From an optimization exercise on the open Yosys and OpenROAD flow, aimed at small area; shortcuts taken in it are not production practice.
In this exercise RTL edits were held to simulation tests only and were not proved equivalent to the original.
No activity file was given, so power comes from the tool's default toggle rates.

**flow/config.mk**
```make
export PLATFORM = sky130hd
export DESIGN_NAME = top_module
export DESIGN_NICKNAME = top_module
export VERILOG_FILES = /design/flow/design.v
export SDC_FILE = /design/flow/constraint.sdc
export NUM_CORES = 4
export LEC_CHECK = 0
export ABC_AREA = 1
export CAP_MARGIN = 0
export CORE_MARGIN = 2
export CORE_UTILIZATION = 65
export CTS_BUF_LIST = sky130_fd_sc_hd__clkbuf_4
export PLACE_DENSITY = 0.75
export SLEW_MARGIN = 0
```
**flow/constraint.sdc**
```tcl
create_clock -name core_clock -period 10.0 [get_ports {clk}]
set_input_delay 2.0000 -clock core_clock [delete_from_list [all_inputs] [get_ports {clk}]]
set_output_delay 2.0000 -clock core_clock [all_outputs]
set_load 0.01 [all_outputs]
```
**flow/design.v**
```verilog
module top_module (
    input wire clk,
    input wire reset,
    input wire rx,
    input wire mode_switch,
    input wire btn_up,
    input wire btn_down,
    output wire pwm_fan,
    output wire in1,
    output wire in2,
    output wire in3,
    output wire [3:0] an,
    output wire [6:0] seg,
    output wire dp
);
    function [16:0] rca16(input [15:0] a, input [15:0] b, input ci);
        integer i;
        reg c;
        reg [15:0] s;
        begin
            c = ci;
            for (i = 0; i < 16; i = i + 1) begin
                s[i] = a[i] ^ b[i] ^ c;
                c = (a[i] & b[i]) | (a[i] & c) | (b[i] & c);
            end
            rca16 = {c, s};
        end
    endfunction
    localparam [6:0] U_S0 = 7'b0011010, U_S52 = 7'b0000001, U_END = 7'b1001101;
    reg rx1, nrx2;      
    reg busy;
    reg [6:0] cnt;
    reg [9:0] sh;       
    reg [7:0] ntdf;     
    always @(posedge clk or posedge reset)
        if (reset) begin rx1 <= 1'b1; nrx2 <= 1'b0; end
        else begin rx1 <= rx; nrx2 <= ~rx1; end
    wire utick = (cnt == U_END);
    always @(posedge clk)
        cnt <= busy ? {cnt[5:0], ~(cnt[0] ^ cnt[6]) ^ utick} : U_S52;
    always @(posedge clk or posedge reset)
        if (reset) busy <= 1'b0;
        else busy <= busy ? ~(utick & sh[0]) : nrx2;
    always @(posedge clk)
        if (!busy) sh <= 10'b1000000000;
        else if (utick & ~sh[0]) sh <= {nrx2, sh[9:1]};
    wire dv = ~busy & (cnt == U_S0);
    always @(posedge clk or posedge reset)
        if (reset) ntdf <= 8'hff;
        else if (dv) ntdf <= sh[9:2];
    localparam [16:0] C_LIM = 17'b01001010111000001;    
    reg [6:0] usp;
    reg [16:0] count;
    wire up = btn_up & (usp != 7'd99);
    wire dn = ~up & btn_down & (usp != 7'd0);
    wire active = mode_switch & (up | dn);
    wire lim = (count == C_LIM);
    always @(posedge clk)
        count <= (active & ~lim & ~reset) ? {count[15:0], ~(count[16] ^ count[2])} : 17'd0;
    wire [16:0] usp_n = rca16({9'd0, usp}, {16{dn}}, up);
    always @(posedge clk or posedge reset)
        if (reset) usp <= 7'd24;
        else if (active & lim) usp <= usp_n[6:0];
    wire [7:0] csp = mode_switch ? {1'b0, usp} : 8'd24;
    wire [16:0] dsum = rca16({8'd0, csp}, {8'd0, ntdf}, 1'b1);    
    wire [7:0] d = dsum[7:0];
    wire fan_en = ~dsum[8];                                        
    wire [16:0] c_gt = rca16({9'd0, usp}, {8'd0, ntdf}, 1'b1);     
    wire [16:0] c_ge = rca16({9'd0, usp}, {8'd0, ntdf}, 1'b0);     
    assign in2 = ~c_gt[8];
    assign in3 = c_gt[8];
    assign in1 = ~c_ge[8];
    reg [7:0] e1, e2, e3, e4;
    reg [13:0] ctl;
    always @(posedge clk) begin
        e1 <= d;
        e2 <= e1;
    end
    always @(posedge clk or posedge reset)
        if (reset) begin e3 <= 8'd24; e4 <= 8'd24; end
        else begin e3 <= e2; e4 <= e3; end
    wire [16:0] pa = rca16({8'd0, e4}, {7'h7f, ~e3, 1'b1}, 1'b1);   
    wire [16:0] pb = rca16(pa[15:0], {6'd0, e2, 2'b00}, 1'b0);      
    wire [16:0] pc_ = rca16({2'b00, ctl}, pb[15:0], 1'b0);
    always @(posedge clk or posedge reset)
        if (reset) ctl <= 14'h3fd0;     
        else ctl <= pc_[13:0];
    reg [15:0] pc;
    reg pwm;
    wire [16:0] pc_inc = rca16(pc, 16'd0, 1'b1);
    wire [16:0] c_lt = rca16({2'b00, ctl}, {2'b11, ~pc[15:2]}, 1'b0);   
    always @(posedge clk or posedge reset)
        if (reset) pc <= 16'd0;
        else pc <= pc_inc[15:0];
    always @(posedge clk) pwm <= c_lt[16];
    assign pwm_fan = fan_en & pwm;
    localparam [9:0] R_S0 = 10'b0111010011, R_END = 10'b1011101001;
    reg [9:0] rc;
    reg [1:0] sel;
    reg [3:0] sd;
    wire rtick = (rc == R_END);
    always @(posedge clk or posedge reset)
        if (reset) rc <= R_S0;
        else rc <= {rc[8:0], ~(rc[2] ^ rc[9]) ^ rtick};
    wire [1:0] sel_n = {sel[1] ^ (sel[0] & rtick), sel[0] ^ rtick};
    always @(posedge clk or posedge reset)
        if (reset) sel <= 2'd0;
        else sel <= sel_n;
    function [3:0] d5(input [2:0] r, input b);    
        d5 = {r[2] | b & r[1] | r[0] & r[1],
              b & r[2] | ~b & ~r[0] & r[1],
              b & r[0] & ~r[2] | ~b & r[0] & ~r[1],
              r[2] | (b ^ r[1])};
    endfunction
    wire [7:0] tin = mode_switch ? {1'b0, usp} : ~ntdf;
    wire [3:0] s1 = d5({1'b0, tin[7:6]}, tin[5]);
    wire [3:0] s2 = d5(s1[2:0], tin[4]);
    wire [3:0] s3 = d5(s2[2:0], tin[3]);
    wire [3:0] s4 = d5(s3[2:0], tin[2]);
    wire [3:0] s5 = d5(s4[2:0], tin[1]);
    wire [4:0] q = {s1[3], s2[3], s3[3], s4[3], s5[3]};    
    wire [3:0] u1 = d5({1'b0, q[4:3]}, q[2]);
    wire [3:0] u2 = d5(u1[2:0], q[1]);
    always @(posedge clk)
        sd <= (sel_n == 2'd0) ? {u2[2:0], q[0]} : (sel_n == 2'd1) ? {s5[2:0], tin[0]} : 4'd0;
    assign an = {sel[1] | sel[0], sel[1] | ~sel[0], ~sel[1] | sel[0], ~(sel[1] & sel[0])};
    assign dp = sel[1] | ~sel[0];
    wire l = sd[0], c0 = sd[1], c1 = sd[2], c2 = sd[3];
    assign seg[0] = l & ~c0 & ~c1 | ~l & ~c0 & c1;
    assign seg[1] = ~l & c0 & c1 | l & ~c0 & c1;
    assign seg[2] = ~l & c0 & ~c1 & ~c2;
    assign seg[3] = ~l & ~c0 & c1 | l & ~c0 & ~c1 | l & c0 & c1;
    assign seg[4] = ~c0 & c1 | l;
    assign seg[5] = l & ~c1 & ~c2 | c0 & ~c1 & ~c2 | l & c0 & ~c2;
    assign seg[6] = ~c0 & ~c1 | l & c0 & c1;
endmodule
```
**flow/run.sh**
```bash
#!/bin/bash
# synth_recipe.tcl (not shown) runs the flow's synth.tcl, then flattens the netlist and writes it again
# the make line also repeats each setting of config.mk as NAME=value (left out here)
make -C /OpenROAD-flow-scripts/flow DESIGN_CONFIG=/design/flow/config.mk WORK_HOME=/design/flow/orfs CLKGATE_MAP_FILE= SYNTH_SCRIPT=/design/flow/synth_recipe.tcl finish
```
==> qor.txt, run 1 <==
clk root buf = clkbuf_4
Hold Path Class = flip-flop to flip-flop
reg2reg setup slack = 3.56 ns
CP Cell Sequence = clkdlybuf4s50_1, buf_4, nand2_1, ha_1, inv_1, fa_1, fa_1, inv_1, fa_1, fa_1, inv_1, fa_1, fa_1, ha_1, nor2_1, clkdlybuf4s50_1
Port Buffers = 21
cell area after synthesis = 6310 um2
Resized cells post-CTS = 0
TNS Setup = 0 ns
DIE HEIGHT = 102 um
drt wl/cell = 12.0 um
R2R depth = 19
Iter 0 DRT Violations = 143
via-per-instance ratio = 4.88
clk slew on worst S/H paths = 0.11 ns
CTS tree = yes
worst reg2reg startpoint = e4[1]
Rows = 35
register area share after synthesis = 0.482
area occupied by multi-input gates = 2590 um2
Worst Path Max Fanout = 18
Hold Path End = e2[0]
hold path depth = 0
largest net degree at the start of global routing = 77
kind of critical path = primary input to output port
number of nets in the layout = 746
pwr/cell area = 184 nW/um2
Setup Fix Bufs, Post-CTS = 0
crit share post-route = 0.774
Routed WL = 9.82 mm
Layout Skew = 0.0149 ns
die area = 10500 um2
worst-case setup margin in the final layout = 2.26 ns
cell repeated most along the worst path = fa_1
Non-Filler Cell Area, Final = 6930 um2
grt ovf = 0
Critical path origin = mode_switch
dominant cell type by area after synthesis = dfrtp_1
DRT antenna net count = 0
Core Util, Final = 0.743
CP max stage cell = clkdlybuf4s50_1
hold buffer count at CTS = 0
first-pass GRT wire length = 17.7 mm
max_cap viols = 0
Max Fclk = 0.129 GHz
placed inst area = 6620 um2
Slew headroom = 0.386
max incr delay on CP = 0.55 ns
Sink Count = 131
die width = 102 um
Required @ worst endpoint = 8.00 ns
Setup-failing EPs final = 0
Synth top area share = 0.183
Layout area overhead = 9.86%
r2r endpoint = ctl[13]
initial antenna violation count = 0
IR drop worst, VDD = 142 uV
status = no timing/DRC/antenna violations
vias in the first global route = 4086
Yosys reg bits = 131
drt drc = 0
DP Worst Slack = 2.26 ns
crit start category = primary input
FILL cells = 684
proportion of layout cells with a drive suffix above 1 = 0.157
fin crit period = 7.74 ns
io pins = 22
FF/Latch Area = 3040 um2
Total GRT Usage = 0.219
Initial Util = 0.676
RePlAce Congestion = 0.855
diodes inserted = 0
hold_sp = e1[0]
syn_nets = 713
worst-margin pin slew = 0.921 ns
DP HPWL = 7.30 mm
worst-case clock buffer depth = 2
Skew-Pair Late Insertion Delay = 0.52 ns
via count = 3988
synth unique cells = 41
Worst Setup End Kind = output port
H-tree depth = 4
CP arrival = 5.74 ns
Slew Viols, Final = 0
unrepaired setup endpoints after global routing = no
core area = 9330 um2
cts bufs inserted = 17
Leak = 3.35 nW
yosys warns = 1
Pre-antenna DRT Iters = 4
syn_area_per_cell = 9.81 um2
dominant cells by area after synthesis = dfrtp_1 (18%), dfxtp_1 (17%), dfstp_2 (13%), fa_1 (12%), inv_1 (9.2%)
Hold Fails Final Rpt = 0
Mapped Cells = 643
==> synthesized netlist by cell type (all sizes together) <==
cell	number
a21boi	2
a21o	2
a21oi	17
a22o	4
a22oi	1
and2	1
buf	5
clkbuf	4
dfrtp	46
dfstp	30
dfxtp	55
fa	37
ha	27
inv	160
nand2	105
nand3	22
nand3b	3
nand4	6
nor2	47
nor3	7
nor4	6
o211ai	1
o21ai	41
o22ai	6
or2	1
xnor2	2
xor2	5
==> logic make-up after synthesis <==
family / Yosys count / share of synthesized area
DFF: 131 / 0.482
and+or+nand+nor: 198 / 0.160
adders and majority gates: 64 / 0.171
AOI/OAI and AO/OA: 74 / 0.0706
buffers and inverters: 169 / 0.107
xor gates and xnor gates: 7 / 0.00972
==> cell type report <==
class                      count  share of cell area
sequential                   131               0.439
inverter                     160              0.0867
clock inverter                15              0.0260
tap                          129              0.0233
clock buffer                  17              0.0184
timing repair buffer          23              0.0325
multi-input combinational    343               0.374
==> worst max-delay path: cells and delay by family <==
family / cells / cell delay [ns]
buf+inv: 6 / 1.35
simple gates: 2 / 0.25
fa+ha+maj: 8 / 2.14
==> state kept, by name (all words and copies together) (netlist names) <==
signal	count
count	17
pc	16
ctl	14
rc	10
sh	10
e1	8
e2	8
e3	8
e4	8
ntdf	8
cnt	7
usp	7
sd	4
sel	2
busy	1
nrx2	1
pwm	1
rx1	1
==> report_power, final <==
part | switching, mW | leakage, nW | internal, mW
Combinational | 0.149 | 1.84 | 0.105
Clock | 0.198 | 0.160 | 0.175
Sequential | 0.0359 | 1.35 | 0.608
==> through the flow <==
step           instances  hold slack, ns  total power, mW
2_1_floorplan        643           0.310            0.844
3_3_place_gp         786           0.310            0.895
3_5_place_dp         786           0.312            0.912
4_1_cts              818           0.340             1.29
5_1_grt              818           0.344             1.36
6_report             818           0.340             1.27
==> worst max path at each step <==
stage	to	slack (ns)	cells past startpoint
after floorplan	pwm_fan	3.20	15
after global placement	pwm_fan	2.30	16
after detailed placement	pwm_fan	2.26	16
after CTS	pwm_fan	2.26	16
after global routing	pwm_fan	2.05	16
final	pwm_fan	2.26	16
==> layer usage <==
metal / GRT usage / up-vias / share of wire
met1: 0.275 / 1898 / 0.45
met2: 0.371 / 48 / 0.51
met4: 0.0636 / 0 / 0.0093
met5: 0 / - / 0
li1: - / 2032 / -
met3: 0.0644 / 10 / 0.033
==> cells in the final DEF (no fill, tap or decap), drive strengths merged, types with 5 or more instances in the layout <==
master / Yosys / final
clkinv: 0 / 7
o21ai: 41 / 41
inv: 160 / 163
dfrtp: 46 / 46
dfstp: 30 / 30
nand2: 105 / 105
fa: 37 / 37
a21oi: 17 / 17
nor4: 6 / 6
clkdlybuf4s50: 0 / 21
nand4: 6 / 6
clkbuf: 4 / 17
o22ai: 6 / 6
xor2: 5 / 5
dfxtp: 55 / 55
nor3: 7 / 7
ha: 27 / 27
nor2: 47 / 47
nand3: 22 / 22
==> inputs of run 2 (changes only) <==
--- a/flow/config.mk
+++ b/flow/config.mk
@@ -8,7 +8,7 @@
 export ABC_AREA = 1
 export CAP_MARGIN = 0
 export CORE_MARGIN = 2
-export CORE_UTILIZATION = 65
+export CORE_UTILIZATION = 75
 export CTS_BUF_LIST = sky130_fd_sc_hd__clkbuf_4
-export PLACE_DENSITY = 0.75
+export PLACE_DENSITY = 0.85
 export SLEW_MARGIN = 0
==> qor.txt, run 2 <==
Resized cells post-CTS = 0
DP Worst Slack = 1.72 ns
DP HPWL = 8.04 mm
Setup-failing EPs final = 0
Synth top area share = 0.183
GR Util met2 = 0.486
worst-case setup margin in the final layout = 1.69 ns
RePlAce Congestion = 0.887
post-synthesis simple-gate area fraction = 0.160
status = no timing/DRC/antenna violations
TNS Setup = 0 ns
Core Util, Final = 0.846
xor-xnor portion of the synthesized cell area = 0.00972
Yosys reg bits = 131
syn_area_per_cell = 9.81 um2
first-pass GRT wire length = 19.0 mm
Rows = 33
syn_nets = 713
Initial Util = 0.771
worst-case clock buffer depth = 2
yosys warns = 1
pwr/cell area = 191 nW/um2
NetSw = 0.394 mW
clk slew on worst S/H paths = 0.10 ns
met3 Use GR = 0.0587
placed inst area = 6580 um2
IR drop worst, VDD = 162 uV
proportion of layout cells with a drive suffix above 1 = 0.157
commonest non-fill, non-tap cell in the layout = inv_1
Compound-Gate Fraction of Synth Area = 0.0706
max incr delay on CP = 0.94 ns
Regs by FF count = count: 17 flops, pc: 16 flops, ctl: 14 flops
cell repeated most along the worst path = fa_1
area occupied by multi-input gates = 2590 um2
Worst Setup End Kind = output port
most common cell in the netlist = inv_1
Max Fclk = 0.120 GHz
via count = 4205
CP arrival = 6.31 ns
Slew headroom = 0.295
Switching Share = 0.298
synth unique cells = 41
Pre-antenna DRT Iters = 5
fin crit period = 8.31 ns
cell area after synthesis = 6310 um2
vias in the first global route = 4274
gr busiest metal = met2
drt drc = 0
Clock Power Share = 0.306
P_int = 0.927 mW
H-tree depth = 4
number of flops mapped to enable cells by yosys = 0
Layout area overhead = 9.66%
diodes inserted = 0
unrepaired setup endpoints after global routing = no
Setup Fix Bufs, Post-CTS = 0
commonest cells after routing, fill and taps aside = inv_1 (153), nand2_1 (94), dfxtp_1 (55)
die area = 9160 um2
clk root buf = clkbuf_4
worst-margin pin slew = 1.05 ns
DRT antenna net count = 0
kind of critical path = primary input to output port
async set-or-reset flop fraction in the synthesized netlist = 0.580
dominant cells by area after synthesis = dfrtp_1 (18%), dfxtp_1 (17%), dfstp_2 (13%), fa_1 (12%), inv_1 (9.2%)
max_cap viols = 0
CP max stage cell = clkdlybuf4s50_1
Layout Skew = 0.0232 ns
via-per-instance ratio = 5.30
core area = 8180 um2
grt ovf = 0
FF/Latch Area = 3040 um2
largest family of logic cells by synthesized area = adder cells
hold buffer count at CTS = 0
crit start category = primary input
Leak = 3.35 nW
die width = 95.7 um
cts bufs inserted = 17
adder-cell share of the synthesized area = 0.171
Routed WL = 11.4 mm
Mapped Cells = 643
crit share post-route = 0.831
dominant cell type by area after synthesis = dfrtp_1
register area share after synthesis = 0.482
Hold Path Class = flip-flop to flip-flop
Comb power frac = 0.206
number of nets in the layout = 745
mux share of post-synthesis cell area = 0
Slew Viols, Final = 0
Required @ worst endpoint = 8.00 ns
Hold Fails Final Rpt = 0
CTS tree = yes
Iter 0 DRT Violations = 243
Skew-Pair Late Insertion Delay = 0.53 ns
io pins = 22
drt wl/cell = 14.3 um
Total GRT Usage = 0.279
max FFs per register = 17
Sink Count = 131
met1 GRT Util = 0.322
top_reg_cell synth = dfxtp_1
Port Buffers = 21
Commonest cells post-synth = inv_1 (154), nand2_1 (94), dfxtp_1 (55)
Sequential Power Share = 0.487
FILL cells = 433
DIE HEIGHT = 95.7 um
Worst Path Max Fanout = 18
CP Cell Sequence = clkdlybuf4s50_1, nand2_1, ha_1, inv_1, fa_1, fa_1, inv_1, fa_1, fa_1, inv_1, fa_1, fa_1, ha_1, nor2_1, clkdlybuf4s50_1
Non-Filler Cell Area, Final = 6920 um2
Top reg by flops = count
initial antenna violation count = 0
largest net degree at the start of global routing = 77
==> run 2: cell counts after synthesis <==
Identical to the previous run, type by type.
==> run 2: critical path: cells and delay by family <==
family	cells	cell delay, ns
fa+ha+maj	8	2.25
buf+inv	5	1.66
simple gates	2	0.40
==> run 2: power by group through the flow <==
| stage | combinational, mW | sequential, mW | clock (mW) |
|---|---|---|---|
| after floorplan | 0.199 | 0.645 | 0 |
| after global placement | 0.242 | 0.650 | 0 |
| after detailed placement | 0.272 | 0.653 | 0 |
| after CTS | 0.275 | 0.643 | 0.408 |
| after global routing | 0.315 | 0.651 | 0.436 |
| final | 0.273 | 0.644 | 0.405 |
==> run 2: cell type report <==
cell class                      count  area share
Sequential cell                   131       0.440
Tap cell                          105      0.0190
Clock buffer                       20      0.0217
Clock inverter                     12      0.0264
Timing Repair Buffer               22      0.0315
Multi-Input combinational cell    343       0.375
Inverter                          160      0.0868
==> run 2: metrics by stage <==
stage / total power, mW / cells / hold WS (ns)
2_1_floorplan: 0.844 / 643 / 0.310
3_3_place_gp: 0.893 / 761 / 0.311
3_5_place_dp: 0.925 / 761 / 0.312
4_1_cts: 1.33 / 793 / 0.323
5_1_grt: 1.40 / 793 / 0.338
6_report: 1.32 / 793 / 0.328
==> run 2: cells by family (layout without fill, tap and decap cells) <==
logic type | Yosys count | count (layout)
DFF | 131 | 131
xor gates and xnor gates | 7 | 7
and+or+nand+nor | 198 | 198
adders and majority gates | 64 | 64
AOI/OAI and AO/OA | 74 | 74
buffers and inverters | 169 | 214
==> run 2: path summary, 6_finish.rpt <==
kind,start,to,slack [ns],depth (start not counted)
setup / recovery,mode_switch,pwm_fan,1.69,15
hold / removal,e1[5],e2[5],0.33,0
setup reg to reg,e4[1],ctl[13],3.42,19
hold reg to reg,e1[5],e2[5],0.33,0
max in group asynchronous,reset,pc[0],7.25,3
min in group asynchronous,reset,usp[5],2.12,3
==> run 2: layer usage <==
layer  part of all wire  routed length [um]
met1               0.40                4530
met2               0.53                6030
met3              0.037                 415
met4              0.034                 385
met5                  0                   0
==> inputs of run 3 (changes only) <==
==> flow/flow/run.sh (new file) <==
#!/bin/bash
# Own layout flow: the standard ORFS flow (standard.sh) with three changes
#  - synthesis maps the logic with a stronger ABC area script (flow/abc_area.script);
#    the registers, their names and cells are those of the standard synthesis
#  - port buffers are sky130_fd_sc_hd__buf_1
#  - clock tree synthesis inserts no dummy loads
# Each tool's output is in orfs/logs/ (ORFS keeps one log per step); make's own
# output is in flow_make.log.
set -euo pipefail
W=$(pwd)
rm -rf "$W/scripts_own"
cp -r "$FLOW_HOME/scripts" "$W/scripts_own"
cp "$W/flow/abc_area.script" "$W/scripts_own/abc_area.script"
export SCRIPTS_DIR="$W/scripts_own"
export BUFFER_PORTS_ARGS="-buffer_cell sky130_fd_sc_hd__buf_1"
export CTS_ARGS="-sink_clustering_enable -repair_clock_nets -buf_list sky130_fd_sc_hd__clkbuf_4 -dont_use_dummy_load"
bash "$W/standard.sh" > "$W/flow_make.log" 2>&1
==> flow/flow/abc_area.script (new file) <==
strash
&get -n
&dch -f
&nf -R 1000
&put
strash
&get -n
&dch -f
&nf -R 1000
&put
strash
&get -n
&dch -f
&nf -R 1000
&put
strash
&get -n
&dch -f
&nf -R 1000
&put
strash
&get -n
&dch -f
&nf -R 1000
&put
strash
&get -n
&dch -f
&nf -R 1000
&put
topo
stime -c
dnsize -c
==> flow/standard.sh (new file) <==
#!/bin/bash
# synth_recipe.tcl (not shown) runs the flow's synth.tcl, then flattens the netlist and writes it again
# the make line also repeats each setting of config.mk as NAME=value (left out here)
make -C /OpenROAD-flow-scripts/flow DESIGN_CONFIG=/design/flow/config.mk WORK_HOME=/design/flow/orfs CLKGATE_MAP_FILE= SYNTH_SCRIPT=/design/flow/synth_recipe.tcl "${@:-finish}"
--- a/flow/config.mk
+++ b/flow/config.mk
@@ -8,7 +8,7 @@
 export ABC_AREA = 1
 export CAP_MARGIN = 0
 export CORE_MARGIN = 2
-export CORE_UTILIZATION = 75
+export CORE_UTILIZATION = 65
 export CTS_BUF_LIST = sky130_fd_sc_hd__clkbuf_4
-export PLACE_DENSITY = 0.85
+export PLACE_DENSITY = 0.75
 export SLEW_MARGIN = 0
removed: flow/run.sh
==> qor.txt, run 3 <==
FILL cells = 650
die area = 9660 um2
worst-margin pin slew = 1.18 ns
yosys warns = 1
DP HPWL = 6.26 mm
clk slew on worst S/H paths = 0.09 ns
crit start category = primary input
Slew Viols, Final = 0
unrepaired setup endpoints after global routing = no
drt wl/cell = 12.9 um
commonest cells after routing, fill and taps aside = clkinv_1 (70), dfxtp_1 (55), nor2_1 (48)
max FFs per register = 17
H-tree depth = 4
synth unique cells = 42
io pins = 22
async set-or-reset flop fraction in the synthesized netlist = 0.580
syn_area_per_cell = 11.6 um2
Worst Setup End Kind = output port
DRT antenna net count = 0
syn_nets = 568
Leak = 2.61 nW
Required @ worst endpoint = 8.00 ns
WHS = 0.331 ns
Non-Filler Instances = 645
Layout Skew = 0.0467 ns
TNS Setup = 0 ns
worst-case clock buffer depth = 2
r2r endpoint = ctl[13]
kind of critical path = primary input to output port
via-per-instance ratio = 5.33
Routed WL = 8.29 mm
Slew headroom = 0.205
Synth top area share = 0.199
Setup Fix Bufs, Post-CTS = 0
largest net degree at the start of global routing = 77
Resized cells post-CTS = 0
Core Util, Final = 0.706
hold_sp = e1[5]
worst-case setup margin in the final layout = 2.83 ns
Skew-Pair Late Insertion Delay = 0.49 ns
number of nets in the layout = 609
most common cell in the netlist = clkinv_1
hold buffer count at CTS = 0
CP max stage cell = fa_1
Max Fclk = 0.139 GHz
max incr delay on CP = 0.39 ns
CP Cell Sequence = buf_1, nand2_1, ha_1, clkinv_1, fa_1, fa_1, clkinv_1, fa_1, fa_1, clkinv_1, fa_1, fa_1, ha_1, nor2b_1, buf_1
number of flops mapped to enable cells by yosys = 0
core area = 8680 um2
Mapped Cells = 498
R2R depth = 19
Total GRT Usage = 0.200
FF/Latch Area = 3040 um2
placed inst area = 6000 um2
fin crit period = 7.17 ns
grt ovf = 0
area occupied by multi-input gates = 2460 um2
vias in the first global route = 3513
dominant cell type by area after synthesis = dfrtp_1
dominant cells by area after synthesis = dfrtp_1 (20%), dfxtp_1 (19%), dfstp_2 (14%), fa_1 (13%), ha_1 (5.8%)
drt drc = 0
max_cap viols = 0
DIE HEIGHT = 98.3 um
worst reg2reg startpoint = e4[1]
first-pass GRT wire length = 15.4 mm
Initial Util = 0.666
Top reg by flops = count
cell repeated most along the worst path = fa_1
DP Worst Slack = 2.85 ns
Commonest cells post-synth = clkinv_1 (71), dfxtp_1 (55), nor2_1 (48)
Setup-failing EPs final = 0
diodes inserted = 0
CTS tree = yes
pwr/cell area = 182 nW/um2
Regs by FF count = count: 17 flops, pc: 16 flops, ctl: 14 flops
hold path depth = 0
CP arrival = 5.17 ns
register area share after synthesis = 0.526
reg2reg setup slack = 3.56 ns
clk root buf = clkbuf_4
Rows = 34
Worst Path Max Fanout = 13
crit share post-route = 0.717
initial antenna violation count = 0
Pre-antenna DRT Iters = 4
cell area after synthesis = 5780 um2
Non-Filler Cell Area, Final = 6130 um2
status = no timing/DRC/antenna violations
Hold Path End = e2[5]
Hold Path Class = flip-flop to flip-flop
Yosys reg bits = 131
DP Cell Count = 628
proportion of layout cells with a drive suffix above 1 = 0.0931
die width = 98.3 um
Hold Fails Final Rpt = 0
Port Buffers = 21
via count = 3440
total design power = 1.12 mW
Layout area overhead = 6.04%
top_reg_cell synth = dfxtp_1
RePlAce Congestion = 0.922
commonest non-fill, non-tap cell in the layout = clkinv_1
IR drop worst, VDD = 98.6 uV
Iter 0 DRT Violations = 103
Sink Count = 131
cts bufs inserted = 17
==> run 3: cell types whose count changed in the layout (fill, tap and decap cells not counted), sizes merged, moves of 5 or more <==
cell,change
nand2,-82
nand3,-15
clkdlybuf4s50,-21
inv,-160
nand2b,+6
and2,+28
clkinv,+66
buf,+22
mux2,+10
o21ai,-21
a21oi,-5
maj3,+15
==> run 3: layer usage <==
layer | up-vias | routed length, um | part of all wire | global-route usage
met2 | 34 | 4170 | 0.50 | 0.332
met3 | 12 | 184 | 0.022 | 0.0437
met4 | 0 | 134 | 0.016 | 0.0854
li1 | 1707 | - | - | -
met5 | - | 0 | 0 | 0
met1 | 1687 | 3800 | 0.46 | 0.258
==> run 3: layout make-up <==
class | count | share of cell area
Sequential cell | 131 | 0.496
Multi-Input combinational cell | 295 | 0.402
Inverter | 71 | 0.0435
Tap cell | 108 | 0.0221
Clock buffer | 17 | 0.0208
Timing Repair Buffer | 23 | 0.0153
==> run 3: cell families (layout without fill, tap and decap cells) <==
kind of cell	count (synthesis)	count (layout)	share of synthesized area
buffers and inverters	72	111	0.0474
adders and majority gates	79	79	0.213
and+or+nand+nor	142	142	0.123
xor gates and xnor gates	9	9	0.0136
AOI/OAI and AO/OA	54	54	0.0563
muxes	11	11	0.0212
DFF	131	131	0.526
==> run 3: worst max-delay path: cells and delay by family <==
family	cells	cell delay, ns
adders and majority gates	8	2.22
buffers and inverters	5	0.61
and+or+nand+nor	2	0.32
==> run 3: power breakdown <==
group | internal [mW] | switching [mW]
registers | 0.611 | 0.0382
clock network | 0.0778 | 0.144
logic | 0.108 | 0.136
==> run 3: worst max path at each step <==
stage	from	end	slack (ns)	cells after the start
final	mode_switch	pwm_fan	2.83	15
after global routing	mode_switch	pwm_fan	2.64	15
after CTS	mode_switch	pwm_fan	2.86	15
after detailed placement	mode_switch	pwm_fan	2.85	15
after global placement	mode_switch	pwm_fan	2.98	15
after floorplan	mode_switch	pwm_fan	3.46	13
==> inputs of run 4 (changes only) <==
==> flow/flow/run.sh (replaced) <==
#!/bin/bash
# Own layout flow: the standard ORFS flow (standard.sh) with these changes
#  - synthesis maps the logic with a stronger ABC area script (flow/abc_area.script);
#    the registers, their names and cells are those of the standard synthesis
#  - after synthesis, flow/polarity.py re-chooses the polarity of full adders, majority
#    gates and xor gates to need fewer inverters; the result is used only if a SAT proof
#    (yosys, flip-flops cut by flow/combcut.py) shows its logic equals the synthesised one
#  - port buffers are sky130_fd_sc_hd__buf_1
#  - clock tree synthesis inserts no dummy loads
# Logs: flow_synth.log (synthesis), polarity.log, polarity_eq.log, flow_make.log (the rest);
# ORFS also keeps one log per step in orfs/logs/.
set -euo pipefail
W=$(pwd)
rm -rf "$W/scripts_own"
cp -r "$FLOW_HOME/scripts" "$W/scripts_own"
cp "$W/flow/abc_area.script" "$W/scripts_own/abc_area.script"
export SCRIPTS_DIR="$W/scripts_own"
export BUFFER_PORTS_ARGS="-buffer_cell sky130_fd_sc_hd__buf_1"
export CTS_ARGS="-sink_clustering_enable -repair_clock_nets -buf_list sky130_fd_sc_hd__clkbuf_4 -dont_use_dummy_load"
R="$W/orfs/results/sky130hd/top_module/base"
YOSYS="$FLOW_HOME/../tools/install/yosys/bin/yosys"
LIB="$FLOW_HOME/platforms/sky130hd/lib/sky130_fd_sc_hd__tt_025C_1v80.lib"

bash "$W/standard.sh" "$R/1_2_yosys.v" > "$W/flow_synth.log" 2>&1
cp "$R/1_2_yosys.v" "$W/synth_orig.v"
ok=0
if python3 "$W/flow/polarity.py" "$W/synth_orig.v" "$W/synth_pol.v" > "$W/polarity.log" 2>&1 \
   && python3 "$W/flow/combcut.py" "$W/synth_orig.v" "$W/eq_gold.v" gold >> "$W/polarity.log" 2>&1 \
   && python3 "$W/flow/combcut.py" "$W/synth_pol.v" "$W/eq_gate.v" gate >> "$W/polarity.log" 2>&1; then
  cat > "$W/eq.ys" <<EOS
read_liberty -ignore_miss_func $LIB
read_verilog $W/eq_gold.v
read_verilog $W/eq_gate.v
flatten
opt_clean
miter -equiv -flatten -make_assert gold gate m
hierarchy -top m
sat -verify -prove-asserts m
EOS
  if "$YOSYS" -s "$W/eq.ys" > "$W/polarity_eq.log" 2>&1 && grep -q "SAT proof finished - no model found: SUCCESS" "$W/polarity_eq.log"; then
    ok=1
  fi
fi
if [[ $ok == 1 ]]; then
  cp "$W/synth_pol.v" "$R/1_2_yosys.v"
  echo "polarity: using the re-polarised netlist" >> "$W/polarity.log"
else
  echo "polarity: keeping the synthesised netlist" >> "$W/polarity.log"
fi
touch "$R/1_2_yosys.v"
bash "$W/standard.sh" > "$W/flow_make.log" 2>&1
==> flow/flow/combcut.py (new file) <==
#!/usr/bin/env python3
"""Cut every flip-flop out of a flat sky130hd netlist: its Q net becomes an input (ffqN) and
its D net an output (ffdN), so two netlists with the same registers can be compared as
combinational logic. usage: combcut.py IN.v OUT.v MODULE"""
import re,sys
src,dst,modname=sys.argv[1],sys.argv[2],sys.argv[3]
txt=open(src).read()
ins=[];outs=[]
def repl(m):
    typ,name,body=m.group(1),m.group(2),m.group(3)
    if '__df' not in typ and '__edf' not in typ: return m.group(0)
    pins=dict((a,b.strip()) for a,b in re.findall(r'\.(\w+)\(((?:\\\S+\s)|[^()]*?)\)',body))
    k=len(ins)
    ins.append(pins['Q']); outs.append(('ffd%d'%k,pins['D']))
    return ''
txt=re.sub(r'^\s*(sky130_fd_sc_hd__\w+)\s+(\\\S+\s|\S+)\s*\((.*?)\);',repl,txt,flags=re.M|re.S)
# add ports
hdr_end=txt.index(');')
mh=re.match(r'(\s*/\*.*?\*/\s*)?module (\w+)\((.*?)\);',txt,re.S)
ports=mh.group(3)
newports=ports+', '+', '.join('ffq%d'%i for i in range(len(ins)))+', '+', '.join(o for o,_ in outs)
txt=txt[:mh.start(2)]+modname+'('+newports+');'+txt[mh.end():]
decl='\n'.join('  input ffq%d;'%i for i in range(len(ins)))+'\n'+'\n'.join('  output %s;'%o for o,_ in outs)+'\n'
decl+='\n'.join('  assign %s = ffq%d;'%(q if not q.startswith('\\') else q+' ',i) for i,q in enumerate(ins))+'\n'
decl+='\n'.join('  assign %s = %s;'%(o,d if not d.startswith('\\') else d+' ') for o,d in outs)+'\n'
txt=txt.replace('endmodule',decl+'endmodule')
open(dst,'w').write(txt)
print(len(ins),'flops cut')
==> flow/flow/polarity.py (new file) <==
#!/usr/bin/env python3
"""Re-choose the polarity of self-dual cells (fa, maj3) and xor/xnor cells in a flat
Yosys netlist of sky130hd cells so that fewer inverters are needed.

A full adder and a majority gate are self-dual: f(~a,~b,~c) = ~f(a,b,c). An xor2/xnor2
absorbs an inverted input by switching to the other cell. Every inverter in the netlist is
removed, each net is written as (source signal, inversion), each flippable cell is given a
polarity, and one inverter is added per source signal whose other polarity some pin still
needs. The polarities are chosen by local search to minimise the inverters added. The
netlist keeps every register, port and register output net name.

usage: polarity.py IN.v OUT.v
"""
import re, sys, random

INV_RE = re.compile(r'sky130_fd_sc_hd__(clk)?inv(lp)?_\d+$')
FLIP = {'fa': (('A', 'B', 'CIN'), ('COUT', 'SUM')), 'maj3': (('A', 'B', 'C'), ('X',))}
PAR = {'xor2': ('X', 0), 'xnor2': ('Y', 1)}
OUTPINS = {'X', 'Y', 'Q', 'Q_N', 'SUM', 'COUT', 'HI', 'LO'}


def kind(t):
    m = re.match(r'sky130_fd_sc_hd__([a-z0-9]+?)_(\d+)$', t)
    return m.group(1) if m else t


def parse(path):
    txt = open(path).read()
    head_end = txt.index('  sky130_fd_sc_hd__')
    head = txt[:head_end]
    body = txt[head_end:]
    tail_i = body.rindex('endmodule')
    tail = body[tail_i:]
    body = body[:tail_i]
    if re.search(r'^\s*assign\b', body, re.M) or re.search(r'^\s*assign\b', head, re.M):
        raise SystemExit('netlist has assign statements: not handled')
    cells = []
    for m in re.finditer(r'^\s*(sky130_fd_sc_hd__\w+)\s+(\\\S+\s|\S+)\s*\((.*?)\);', body, re.M | re.S):
        typ, name, conns = m.group(1), m.group(2), m.group(3)
        pins = {}
        for pm in re.finditer(r'\.(\w+)\(((?:\\\S+\s)|[^()]*?)\)', conns):
            pins[pm.group(1)] = pm.group(2).strip() if not pm.group(2).startswith('\\') else pm.group(2)
        cells.append([typ, name, pins])
    rebuilt = sum(1 for _ in re.finditer(r'^\s*sky130_fd_sc_hd__', body, re.M))
    if rebuilt != len(cells):
        raise SystemExit('parse mismatch')
    return head, cells, tail


def norm(n):
    return n.strip()


def main(src, dst):
    head, cells, tail = parse(src)
    ports_out = set()
    for m in re.finditer(r'^\s*output\s+(\[(\d+):(\d+)\]\s*)?(\S+);', head, re.M):
        if m.group(1):
            hi, lo = int(m.group(2)), int(m.group(3))
            for i in range(min(hi, lo), max(hi, lo) + 1):
                ports_out.add('%s[%d]' % (m.group(4), i))
        else:
            ports_out.add(m.group(4))
    # literal of every net: (base, parity)
    invs = {}
    for c in cells:
        if INV_RE.match(c[0]):
            invs[norm(c[2]['Y'])] = norm(c[2]['A'])
    lit = {}

    def L(n):
        n = norm(n)
        if n in lit:
            return lit[n]
        if n in invs:
            b, p = L(invs[n])
            r = (b, p ^ 1)
        else:
            r = (n, 0)
        lit[n] = r
        return r
    # output port nets driven by inverters: keep that net name for the literal
    keep_name = {}
    for c in cells:
        if INV_RE.match(c[0]):
            y = norm(c[2]['Y'])
            if y in ports_out:
                l = L(y)
                if l in keep_name:
                    raise SystemExit('two output ports on one literal')
                keep_name[l] = y
    others = [c for c in cells if not INV_RE.match(c[0])]
    driver = {}
    for i, c in enumerate(others):
        for p, n in c[2].items():
            if p in OUTPINS:
                driver[norm(n)] = i
    var = {}   # cell index -> variable index
    for i, c in enumerate(others):
        k = kind(c[0])
        if k in FLIP or k in PAR:
            var[i] = len(var)
    fixed0 = set()
    for i, c in enumerate(others):
        if i in var:
            for p, n in c[2].items():
                if p in OUTPINS and norm(n) in ports_out:
                    fixed0.add(var[i])
    # loads: for every base, list of (required parity, load var or None); parity-cell inputs need nothing
    loads = {}
    for i, c in enumerate(others):
        k = kind(c[0])
        for p, n in c[2].items():
            if p in OUTPINS or p == 'CLK':
                continue
            n = norm(n)
            if re.match(r"^\d+'[bh]", n):
                continue
            b, r = L(n)
            if k in PAR:
                continue
            v = var.get(i) if k in FLIP else None
            loads.setdefault(b, []).append((r, v))
    for pn in ports_out:
        if pn in lit or pn in invs or pn in driver:
            b, r = L(pn)
            loads.setdefault(b, []).append((r, None))
    base_var = {}
    for b, i in driver.items():
        if i in var:
            base_var[b] = var[i]
    nv = len(var)
    dep = [[] for _ in range(nv)]
    for b, ls in loads.items():
        vs = set(v for _, v in ls if v is not None)
        if b in base_var:
            vs.add(base_var[b])
        for v in vs:
            dep[v].append(b)

    def bcost(b, x):
        q = x[base_var[b]] if b in base_var else 0
        need = set(r ^ (x[v] if v is not None else 0) for r, v in loads[b])
        return 1 if (q ^ 1) in need else 0

    def total(x):
        return sum(bcost(b, x) for b in loads)
    for b in base_var:
        loads.setdefault(b, [])
    best = None
    rnd = random.Random(1)
    for restart in range(30):
        x = [0] * nv if restart == 0 else [rnd.randint(0, 1) for _ in range(nv)]
        for v in fixed0:
            x[v] = 0
        improved = True
        while improved:
            improved = False
            order = list(range(nv))
            rnd.shuffle(order)
            for v in order:
                if v in fixed0:
                    continue
                bs = set(dep[v])
                before = sum(bcost(b, x) for b in bs)
                x[v] ^= 1
                after = sum(bcost(b, x) for b in bs)
                if after < before:
                    improved = True
                else:
                    x[v] ^= 1
        t = total(x)
        if best is None or t < best[0]:
            best = (t, x[:])
    t, x = best
    n_inv_before = sum(1 for c in cells if INV_RE.match(c[0]))
    # names
    name = {}
    fresh = [0]

    def N(b, r):
        if (b, r) in name:
            return name[(b, r)]
        if (b, r) in keep_name:
            nm = keep_name[(b, r)]
        elif r == 0:
            nm = b
        else:
            fresh[0] += 1
            nm = '_pol%d_' % fresh[0]
        name[(b, r)] = nm
        return nm
    for pn in ports_out:
        if pn in lit or pn in invs or pn in driver:
            N(*L(pn))
    out = []
    newwires = []
    for i, c in enumerate(others):
        typ, inst, pins = c
        k = kind(typ)
        np = {}
        if k in FLIP:
            p = x[var[i]]
            for pn, n in pins.items():
                nn = norm(n)
                if pn in OUTPINS:
                    np[pn] = N(nn, p)
                else:
                    if re.match(r"^\d+'[bh]", nn):
                        raise SystemExit('constant on flippable cell')
                    b, r = L(nn)
                    np[pn] = N(b, r ^ p)
        elif k in PAR:
            outpin, k0 = PAR[k]
            q = x[var[i]]
            par = k0 ^ q
            for pn, n in pins.items():
                nn = norm(n)
                if pn == outpin:
                    continue
                b, r = L(nn)
                qb = x[base_var[b]] if b in base_var else 0
                par ^= r ^ qb
                np[pn] = N(b, qb)
            if par:
                typ = 'sky130_fd_sc_hd__xnor2_1'; np['Y'] = N(norm(pins[outpin]), q)
            else:
                typ = 'sky130_fd_sc_hd__xor2_1'; np['X'] = N(norm(pins[outpin]), q)
        else:
            for pn, n in pins.items():
                nn = norm(n)
                if pn in OUTPINS:
                    np[pn] = N(nn, 0)
                elif pn == 'CLK' or re.match(r"^\d+'[bh]", nn):
                    np[pn] = nn
                else:
                    b, r = L(nn)
                    np[pn] = N(b, r)
        out.append((typ, inst, np))
    # inverters for every base whose other polarity is used
    used = {}
    for typ, inst, np in out:
        for pn, n in np.items():
            if pn not in OUTPINS:
                used[n] = True
    for pn in ports_out:
        used[pn] = True
    k = 0
    for (b, r), nm in list(name.items()):
        q = x[base_var[b]] if b in base_var else 0
        if r != q and nm in used:
            k += 1
            out.append(('sky130_fd_sc_hd__inv_1', '_polinv%d_' % k, {'A': N(b, q), 'Y': nm}))
    for (b, r), nm in name.items():
        if nm.startswith('_pol'):
            newwires.append(nm)

    def fmt(n):
        return n if not n.startswith('\\') else n + ' '
    lines = [head.rstrip('\n')]
    for w in newwires:
        lines.append('  wire %s;' % w)
    for typ, inst, np in out:
        lines.append('  %s %s (' % (typ, inst.strip() + (' ' if inst.startswith('\\') else '')))
        items = sorted(np.items())
        lines.append(',\n'.join('    .%s(%s)' % (p, fmt(n)) for p, n in items))
        lines.append('  );')
    lines.append(tail)
    open(dst, 'w').write('\n'.join(lines))
    sys.stderr.write('polarity: %d inverters before, %d after (%d flippable cells, %d flipped)\n'
                     % (n_inv_before, k, nv, sum(x)))


if __name__ == '__main__':
    main(sys.argv[1], sys.argv[2])
==> qor.txt, run 4 <==
status = no timing/DRC/antenna violations
Worst Path Max Fanout = 13
Setup Fix Bufs, Post-CTS = 0
syn_area_per_cell = 12.0 um2
clk slew on worst S/H paths = 0.08 ns
Port Buffers = 21
via-per-instance ratio = 5.45
Hold Path Class = flip-flop to flip-flop
Rows = 34
WHS = 0.320 ns
Hold Fails Final Rpt = 0
worst-margin pin slew = 1.19 ns
RePlAce Congestion = 0.812
Iter 0 DRT Violations = 128
proportion of layout cells with a drive suffix above 1 = 0.0977
drt wl/cell = 13.6 um
Skew-Pair Late Insertion Delay = 0.50 ns
max_cap viols = 0
Slew Viols, Final = 0
die area = 9510 um2
max FFs per register = 17
syn_nets = 543
Sink Count = 131
unrepaired setup endpoints after global routing = no
hold buffer count at CTS = 0
Leak = 2.73 nW
total design power = 1.09 mW
vias in the first global route = 3569
die width = 97.5 um
CTS tree = yes
wire length on met3 = 307 um
via count = 3379
H-tree depth = 4
FILL cells = 629
CP arrival = 5.44 ns
Initial Util = 0.661
Resized cells post-CTS = 0
Pre-antenna DRT Iters = 5
largest net degree at the start of global routing = 77
initial antenna violation count = 0
Mapped Cells = 473
Non-Filler Instances = 620
io pins = 22
DP HPWL = 6.19 mm
kind of critical path = primary input to output port
pwr/cell area = 181 nW/um2
wl on met1 = 3.73 mm
IR drop worst, VDD = 123 uV
yosys warns = 1
diodes inserted = 0
cts bufs inserted = 17
DIE HEIGHT = 97.5 um
DP Cell Count = 603
Setup-failing EPs final = 0
crit share post-route = 0.744
Total GRT Usage = 0.204
clk root buf = clkbuf_4
drt drc = 0
core area = 8590 um2
fin crit period = 7.44 ns
first-pass GRT wire length = 15.5 mm
commonest cells after routing, fill and taps aside = dfxtp_1 (55), nor2_1 (48), dfrtp_1 (46)
Layout area overhead = 6.14%
Routed WL = 8.42 mm
Top reg by flops = count
Slew headroom = 0.198
reg2reg setup slack = 3.67 ns
TNS Setup = 0 ns
Required @ worst endpoint = 8.00 ns
commonest non-fill, non-tap cell in the layout = dfxtp_1
Regs by FF count = count: 17 flops, pc: 16 flops, ctl: 14 flops
Layout Skew = 0.0425 ns
number of nets in the layout = 584
cell area after synthesis = 5680 um2
metal2 WL = 4.20 mm
Worst Setup End Kind = output port
Top Metal Used = met4
DRT antenna net count = 0
grt ovf = 0
worst-case clock buffer depth = 2
crit start category = primary input
Max Fclk = 0.134 GHz
[run 4: metal layers]
metal / GRT usage / vias up
met1: 0.257 / 1649
met2: 0.333 / 65
met3: 0.0561 / 24
met5: 0 / -
li1: - / 1641
met4: 0.0865 / 0
[run 4: metrics by stage]
stage	setup WS [ns]	instance area, um2	util
after floorplan	3.15	5680	-
after detailed placement	2.55	5910	0.687
after CTS	2.55	6030	0.702
final	2.56	6030	0.702
after global placement	2.68	5910	0.687
after global routing	2.36	6030	0.702
[run 4: critical path: stages]
cell and delay, ns:
buf_1 0.22, nand2_1 0.18, ha_1 0.16, inv_1 0.05
fa_1 0.39, fa_1 0.41, fa_1 0.40, fa_1 0.39
fa_1 0.40, fa_1 0.38, ha_1 0.20, nor2b_1 0.11
buf_1 0.16
[run 4: worst paths after layout]
check	startpoint	to	depth (start not counted)
worst max-delay path	mode_switch	pwm_fan	13
worst min-delay path	e1[3]	e2[3]	0
worst max register to register	e3[0]	ctl[13]	17
worst min register to register	e1[3]	e2[3]	0
max in group asynchronous	reset	e4[5]	3
min in group asynchronous	reset	usp[1]	3
[run 4: layout make-up]
type	instances	area, um2	area share
Clock buffer	17	128	0.0212
Inverter	46	173	0.0286
Multi-Input combinational cell	295	2460	0.408
Sequential cell	131	3040	0.504
Tap cell	108	135	0.0224
Timing Repair Buffer	23	93.8	0.0156
[run 4: power breakdown]
part           internal (mW)  total [mW]  switching, mW  leakage (nW)
clock                 0.0778       0.225          0.148        0.0782
combinational         0.0974       0.201          0.104          1.30
sequential             0.612       0.664         0.0520          1.35
total                  0.787        1.09          0.303          2.73
==> inputs of run 5 (changes only) <==
--- a/flow/flow/run.sh
+++ b/flow/flow/run.sh
@@ -16,7 +16,7 @@
 cp "$W/flow/abc_area.script" "$W/scripts_own/abc_area.script"
 export SCRIPTS_DIR="$W/scripts_own"
 export BUFFER_PORTS_ARGS="-buffer_cell sky130_fd_sc_hd__buf_1"
-export CTS_ARGS="-sink_clustering_enable -repair_clock_nets -buf_list sky130_fd_sc_hd__clkbuf_4 -dont_use_dummy_load"
+export CTS_ARGS="-repair_clock_nets -buf_list sky130_fd_sc_hd__clkbuf_4 -dont_use_dummy_load"
 R="$W/orfs/results/sky130hd/top_module/base"
 YOSYS="$FLOW_HOME/../tools/install/yosys/bin/yosys"
 LIB="$FLOW_HOME/platforms/sky130hd/lib/sky130_fd_sc_hd__tt_025C_1v80.lib"
==> qor.txt, run 5 <==
status = no timing/DRC/antenna violations
kind of critical path = primary input to output port
Port Buffers = 21
Worst Setup End Kind = output port
Leak = 2.73 nW
hold buffer count at CTS = 0
largest net degree at the start of global routing = 77
RePlAce Congestion = 0.812
Slew Viols, Final = 0
Skew-Pair Late Insertion Delay = 0.50 ns
syn_area_per_cell = 12.0 um2
core area = 8590 um2
clk root buf = clkbuf_4
Initial Util = 0.661
max FFs per register = 17
Hold Path Class = flip-flop to flip-flop
TNS Setup = 0 ns
worst-margin pin slew = 1.19 ns
via count = 3379
Layout Skew = 0.0425 ns
via-per-instance ratio = 5.45
commonest cells after routing, fill and taps aside = dfxtp_1 (55), nor2_1 (48), dfrtp_1 (46)
die area = 9510 um2
max_cap viols = 0
number of nets in the layout = 584
Rows = 34
commonest non-fill, non-tap cell in the layout = dfxtp_1
syn_nets = 543
drt wl/cell = 13.6 um
Slew headroom = 0.198
crit-path leading delay family = adder cells
die width = 97.5 um
pwr/cell area = 181 nW/um2
Total GRT Usage = 0.204
cts bufs inserted = 17
drt drc = 0
DIE HEIGHT = 97.5 um
Max Fclk = 0.134 GHz
CP arrival = 5.44 ns
Top reg by flops = count
first-pass GRT wire length = 15.5 mm
Setup Fix Bufs, Post-CTS = 0
diodes inserted = 0
Worst Path Max Fanout = 13
DRT antenna net count = 0
max incr delay on CP = 0.41 ns
vias in the first global route = 3569
fin crit period = 7.44 ns
FILL cells = 629
grt ovf = 0
Setup-failing EPs final = 0
Resized cells post-CTS = 0
CP Cell Sequence = buf_1, nand2_1, ha_1, inv_1, fa_1, fa_1, fa_1, fa_1, fa_1, fa_1, ha_1, nor2b_1, buf_1
unrepaired setup endpoints after global routing = no
DP HPWL = 6.19 mm
cell repeated most along the worst path = fa_1
Required @ worst endpoint = 8.00 ns
cell area after synthesis = 5680 um2
CTS tree = yes
Iter 0 DRT Violations = 128
area occupied by multi-input gates = 2460 um2
CP Buf/Inv Count = 3
Pre-antenna DRT Iters = 5
crit share post-route = 0.744
proportion of layout cells with a drive suffix above 1 = 0.0977
io pins = 22
crit start category = primary input
FF/Latch Area = 3040 um2
yosys warns = 1
Layout area overhead = 6.14%
worst-case clock buffer depth = 2
Regs by FF count = count: 17 flops, pc: 16 flops, ctl: 14 flops
CP max stage cell = fa_1
IR drop worst, VDD = 123 uV
Sink Count = 131
Routed WL = 8.42 mm
clk slew on worst S/H paths = 0.08 ns
total design power = 1.09 mW
H-tree depth = 4
initial antenna violation count = 0
Mapped Cells = 473
Hold Fails Final Rpt = 0
-- run 5: worst paths after layout --
kind                             start      end  slack (ns)  cells after the start
setup reg to reg                 e3[0]  ctl[13]        3.67                     17
min in group asynchronous        reset   usp[1]        1.80                      3
setup / recovery           mode_switch  pwm_fan        2.56                     13
hold / removal                   e1[3]    e2[3]        0.32                      0
max in group asynchronous        reset    e4[5]        7.58                      3
hold reg to reg                  e1[3]    e2[3]        0.32                      0
-- run 5: area by class of cell --
class / count / area share
repair buffers: 23 / 0.0156
multi-input cells: 295 / 0.408
clock buffers: 17 / 0.0212
flip-flops and latches: 131 / 0.504
inverters: 46 / 0.0286
well taps: 108 / 0.0224
-- run 5: where the power goes --
| part | total (mW) | internal [mW] | switching (mW) |
|---|---|---|---|
| registers | 0.664 | 0.612 | 0.0520 |
| clock network | 0.225 | 0.0778 | 0.148 |
| logic | 0.201 | 0.0974 | 0.104 |
| total | 1.09 | 0.787 | 0.303 |
-- run 5: metal layers --
metal,vias up,part of all wire,track usage
met3,24,0.036,0.0561
met1,1649,0.44,0.257
met2,65,0.50,0.333
met5,-,0,0
li1,1641,-,-
met4,0,0.020,0.0865
-- run 5: through the flow --
step,instances,instance area [um2],utilization,hold WS (ns),setup WS [ns]
finish,620,6030,0.702,0.320,2.56
global route,620,6030,0.702,0.331,2.36
CTS,620,6030,0.702,0.324,2.55
detailed placement,603,5910,0.687,0.312,2.55
global placement,603,5910,0.687,0.310,2.68
floorplan,473,5680,-,0.310,3.15
==> inputs of run 6 (changes only) <==
--- a/flow/flow/run.sh
+++ b/flow/flow/run.sh
@@ -16,7 +16,7 @@
 cp "$W/flow/abc_area.script" "$W/scripts_own/abc_area.script"
 export SCRIPTS_DIR="$W/scripts_own"
 export BUFFER_PORTS_ARGS="-buffer_cell sky130_fd_sc_hd__buf_1"
-export CTS_ARGS="-repair_clock_nets -buf_list sky130_fd_sc_hd__clkbuf_4 -dont_use_dummy_load"
+export CTS_ARGS="-sink_clustering_enable -repair_clock_nets -buf_list sky130_fd_sc_hd__clkbuf_4 -dont_use_dummy_load -sink_clustering_size 30"
 R="$W/orfs/results/sky130hd/top_module/base"
 YOSYS="$FLOW_HOME/../tools/install/yosys/bin/yosys"
 LIB="$FLOW_HOME/platforms/sky130hd/lib/sky130_fd_sc_hd__tt_025C_1v80.lib"
==> qor.txt, run 6 <==
Regs by FF count = count: 17 flops, pc: 16 flops, ctl: 14 flops
Layout area overhead = 6.14%
Pre-antenna DRT Iters = 5
kind of critical path = primary input to output port
cts bufs inserted = 17
clk slew on worst S/H paths = 0.08 ns
IR drop worst, VDD = 123 uV
number of nets in the layout = 584
cell repeated most along the worst path = fa_1
syn_area_per_cell = 12.0 um2
max incr delay on CP = 0.41 ns
total design power = 1.09 mW
TNS Setup = 0 ns
vias in the first global route = 3569
pwr/cell area = 181 nW/um2
drt wl/cell = 13.6 um
Leak = 2.73 nW
core area = 8590 um2
drt drc = 0
Iter 0 DRT Violations = 128
CP Depth = 13
Setup-failing EPs final = 0
Hold Path Class = flip-flop to flip-flop
Top reg by flops = count
syn_nets = 543
worst reg2reg startpoint = e3[0]
Worst Path Max Fanout = 13
via-per-instance ratio = 5.45
first-pass GRT wire length = 15.5 mm
RePlAce Congestion = 0.812
CP Buf/Inv Count = 3
FILL cells = 629
via count = 3379
max_cap viols = 0
crit start category = primary input
CP max stage cell = fa_1
cell area after synthesis = 5680 um2
fin crit period = 7.44 ns
Mapped Cells = 473
CTS tree = yes
proportion of layout cells with a drive suffix above 1 = 0.0977
CP Cell Sequence = buf_1, nand2_1, ha_1, inv_1, fa_1, fa_1, fa_1, fa_1, fa_1, fa_1, ha_1, nor2b_1, buf_1
io pins = 22
Skew-Pair Late Insertion Delay = 0.50 ns
DP HPWL = 6.19 mm
Initial Util = 0.661
die width = 97.5 um
grt ovf = 0
max FFs per register = 17
Slew Viols, Final = 0
crit-path leading delay family = adder cells
Total GRT Usage = 0.204
unrepaired setup endpoints after global routing = no
CP arrival = 5.44 ns
Non-Filler Instances = 620
R2R depth = 17
Hold Fails Final Rpt = 0
status = no timing/DRC/antenna violations
commonest cells after routing, fill and taps aside = dfxtp_1 (55), nor2_1 (48), dfrtp_1 (46)
end of the critical path = pwm_fan
Port Buffers = 21
DP Cell Count = 603
diodes inserted = 0
Layout Skew = 0.0425 ns
area occupied by multi-input gates = 2460 um2
worst-case clock buffer depth = 2
H-tree depth = 4
Critical path origin = mode_switch
clk root buf = clkbuf_4
reg2reg setup slack = 3.67 ns
Routed WL = 8.42 mm
worst-margin pin slew = 1.19 ns
Slew headroom = 0.198
Required @ worst endpoint = 8.00 ns
hold buffer count at CTS = 0
commonest non-fill, non-tap cell in the layout = dfxtp_1
die area = 9510 um2
Max Fclk = 0.134 GHz
initial antenna violation count = 0
FF/Latch Area = 3040 um2
yosys warns = 1
r2r endpoint = ctl[13]
largest net degree at the start of global routing = 77
crit share post-route = 0.744
Worst Setup End Kind = output port
Rows = 34
Resized cells post-CTS = 0
Core Util, Final = 0.702
Sink Count = 131
Setup Fix Bufs, Post-CTS = 0
DIE HEIGHT = 97.5 um
DRT antenna net count = 0
==> run 6: metal layers <==
metal  wire [um]  part of all wire  GRT usage  vias to the layer above
met5           0                 0          0                        -
met4         171             0.020     0.0865                        0
met3         307             0.036     0.0561                       24
met2        4200              0.50      0.333                       65
met1        3730              0.44      0.257                     1649
li1            -                 -          -                     1641
==> run 6: worst min-delay path by stage <==
stage,from,end,cells after the start
6_report,e1[3],e2[3],0
5_1_grt,e1[1],e2[1],0
4_1_cts,e1[3],e2[3],0
3_5_place_dp,e1[2],e2[2],0
3_3_place_gp,e1[5],e2[5],0
2_1_floorplan,e1[0],e2[0],0
==> run 6: report_power, final <==
part | leakage, nW | internal, mW | switching (mW)
sequential | 1.35 | 0.612 | 0.0520
combinational | 1.30 | 0.0974 | 0.104
clock | 0.0782 | 0.0778 | 0.148
total | 2.73 | 0.787 | 0.303
==> run 6: cell type report <==
| cell class | instances | share of cell area |
|---|---|---|
| Sequential cell | 131 | 0.504 |
| Multi-Input combinational cell | 295 | 0.408 |
| Inverter | 46 | 0.0286 |
| Tap cell | 108 | 0.0224 |
| Clock buffer | 17 | 0.0212 |
| Timing Repair Buffer | 23 | 0.0156 |
==> run 6: worst register-to-register path: stages (launching register included) <==
cell and delay (ns):
dfrtp_1 0.37, ha_1 0.14, inv_1 0.05, fa_1 0.37, fa_1 0.40, fa_1 0.47
fa_1 0.43, fa_1 0.40, fa_1 0.39, fa_1 0.40, fa_1 0.42, fa_1 0.46
fa_1 0.42, fa_1 0.39, fa_1 0.39, fa_1 0.38, xnor2_1 0.19, xnor2_1 0.15
==> run 6: metrics by stage <==
| step | hold slack [ns] | setup slack (ns) | area (um2) |
|---|---|---|---|
| after global routing | 0.331 | 2.36 | 6030 |
| after detailed placement | 0.312 | 2.55 | 5910 |
| after floorplan | 0.310 | 3.15 | 5680 |
| final | 0.320 | 2.56 | 6030 |
| after CTS | 0.324 | 2.55 | 6030 |
| after global placement | 0.310 | 2.68 | 5910 |
==> inputs of run 7 (changes only) <==
--- a/flow/flow/run.sh
+++ b/flow/flow/run.sh
@@ -16,7 +16,7 @@
 cp "$W/flow/abc_area.script" "$W/scripts_own/abc_area.script"
 export SCRIPTS_DIR="$W/scripts_own"
 export BUFFER_PORTS_ARGS="-buffer_cell sky130_fd_sc_hd__buf_1"
-export CTS_ARGS="-sink_clustering_enable -repair_clock_nets -buf_list sky130_fd_sc_hd__clkbuf_4 -dont_use_dummy_load -sink_clustering_size 30"
+export CTS_ARGS="-sink_clustering_enable -repair_clock_nets -buf_list sky130_fd_sc_hd__clkbuf_4 -dont_use_dummy_load -sink_clustering_size 25 -sink_clustering_max_diameter 100"
 R="$W/orfs/results/sky130hd/top_module/base"
 YOSYS="$FLOW_HOME/../tools/install/yosys/bin/yosys"
 LIB="$FLOW_HOME/platforms/sky130hd/lib/sky130_fd_sc_hd__tt_025C_1v80.lib"
==> qor.txt, run 7 <==
status = no timing/DRC/antenna violations
IR drop worst, VDD = 123 uV
Skew-Pair Late Insertion Delay = 0.50 ns
syn_area_per_cell = 12.0 um2
R2R depth = 17
drt wl/cell = 13.6 um
Non-Filler Cell Area, Final = 6030 um2
Sequential Power Share = 0.609
Hold Path Class = flip-flop to flip-flop
Pre-antenna DRT Iters = 5
r2r endpoint = ctl[13]
Max Fclk = 0.134 GHz
cell area after synthesis = 5680 um2
die width = 97.5 um
Hold Fails Final Rpt = 0
Top reg by flops = count
diodes inserted = 0
reg2reg setup slack = 3.67 ns
Initial Util = 0.661
cts bufs inserted = 17
io pins = 22
DP HPWL = 6.19 mm
Layout area overhead = 6.14%
Slew headroom = 0.198
DP Worst Slack = 2.55 ns
Total GRT Usage = 0.204
Clock Power Share = 0.207
core area = 8590 um2
grt ovf = 0
via count = 3379
total design power = 1.09 mW
Sink Count = 131
max FFs per register = 17
Slew Viols, Final = 0
hold path depth = 0
Resized cells post-CTS = 0
met3 Use GR = 0.0561
met1 GRT Util = 0.257
max_cap viols = 0
CTS tree = yes
unrepaired setup endpoints after global routing = no
RePlAce Congestion = 0.812
crit share post-route = 0.744
crit start category = primary input
worst reg2reg startpoint = e3[0]
commonest cells after routing, fill and taps aside = dfxtp_1 (55), nor2_1 (48), dfrtp_1 (46)
clk root buf = clkbuf_4
Leak = 2.73 nW
Regs by FF count = count: 17 flops, pc: 16 flops, ctl: 14 flops
Setup-failing EPs final = 0
gr busiest metal = met2
vias in the first global route = 3569
DIE HEIGHT = 97.5 um
commonest non-fill, non-tap cell in the layout = dfxtp_1
initial antenna violation count = 0
Setup Fix Bufs, Post-CTS = 0
GR Util met2 = 0.333
Worst Setup End Kind = output port
largest net degree at the start of global routing = 77
first-pass GRT wire length = 15.5 mm
number of nets in the layout = 584
Hold Path End = e2[3]
Mapped Cells = 473
hold buffer count at CTS = 0
Layout Skew = 0.0425 ns
die area = 9510 um2
H-tree depth = 4
pwr/cell area = 181 nW/um2
Routed WL = 8.42 mm
clk slew on worst S/H paths = 0.08 ns
kind of critical path = primary input to output port
Rows = 34
via-per-instance ratio = 5.45
WHS = 0.320 ns
Port Buffers = 21
NetSw = 0.303 mW
hold_sp = e1[3]
CP arrival = 5.44 ns
worst-case setup margin in the final layout = 2.56 ns
placed inst area = 5910 um2
Iter 0 DRT Violations = 128
yosys warns = 1
DRT antenna net count = 0
Comb power frac = 0.184
syn_nets = 543
worst-margin pin slew = 1.19 ns
Switching Share = 0.278
Worst Path Max Fanout = 13
fin crit period = 7.44 ns
worst-case clock buffer depth = 2
drt drc = 0
proportion of layout cells with a drive suffix above 1 = 0.0977
TNS Setup = 0 ns
P_int = 0.787 mW
Required @ worst endpoint = 8.00 ns
==> run 7: power by group through the flow <==
stage | Sequential [mW] | Combinational [mW] | Clock (mW)
after CTS | 0.665 | 0.208 | 0.236
after global routing | 0.677 | 0.241 | 0.258
after detailed placement | 0.676 | 0.205 | 0
final | 0.664 | 0.201 | 0.225
after floorplan | 0.662 | 0.162 | 0
after global placement | 0.672 | 0.189 | 0
==> run 7: cell type report <==
type	count	area [um2]
Inverter	46	173
Multi-Input combinational cell	295	2460
Sequential cell	131	3040
Clock buffer	17	128
Tap cell	108	135
Timing Repair Buffer	23	93.8
Fill cell	629	2560
==> run 7: worst max-delay path by stage <==
stage	from	end	slack [ns]	cells past startpoint
after global routing	mode_switch	pwm_fan	2.36	13
after detailed placement	mode_switch	pwm_fan	2.55	13
after floorplan	mode_switch	pwm_fan	3.15	11
after CTS	mode_switch	pwm_fan	2.55	13
final	mode_switch	pwm_fan	2.56	13
after global placement	mode_switch	pwm_fan	2.68	13
==> run 7: per-layer routing <==
layer	vias up	routed length [um]
met3	24	307
met4	0	171
met2	65	4200
li1	1641	-
met5	-	0
met1	1649	3730
==> run 7: critical path: stages <==
cell     delay, ns
buf_1         0.22
nand2_1       0.18
ha_1          0.16
inv_1         0.05
fa_1          0.39
fa_1          0.41
fa_1          0.40
fa_1          0.39
fa_1          0.40
fa_1          0.38
ha_1          0.20
nor2b_1       0.11
buf_1         0.16
==> run 7: stage by stage <==
stage	instances	util
6_report	620	0.702
3_3_place_gp	603	0.687
4_1_cts	620	0.702
3_5_place_dp	603	0.687
5_1_grt	620	0.702
2_1_floorplan	473	-

-- separate check: timing with driven ports --
The results above use ideal ports. As a check the final layouts listed here were re-extracted and re-timed, cells and wires unchanged. Step 1 assumes that a clkbuf_16 drives the clock port and a buf_2 every other input. Step 2 moves the port delays by t, midway between the first and last clock arrival at a register: inputs arrive t later, outputs are due t later. That takes back most of the time a late clock gives input paths. Slacks: ideal / step 1 / step 2; pairs: ideal / step 1.
run	t, ns	setup slack, ns	worst setup path at the end	cell pins on the clock port's net
run 1	0.544	2.258 / 2.226 / 2.226	input to output	1
run 2	0.550	1.694 / 1.667 / 1.667	input to output	1
run 3	0.499	2.828 / 2.808 / 2.808	input to output	1
run 4	0.510	2.562 / 2.538 / 2.538	input to output	1
run 5	0.510	2.562 / 2.538 / 2.538	input to output	1
run 6	0.510	2.562 / 2.538 / 2.538	input to output	1
run 7	0.510	2.562 / 2.538 / 2.538	input to output	1
After both steps every run listed still meets setup and hold. For run 1, which loses most, drivers alone change the setup slack by -0.032 ns; drivers and shift together by -0.032 ns.
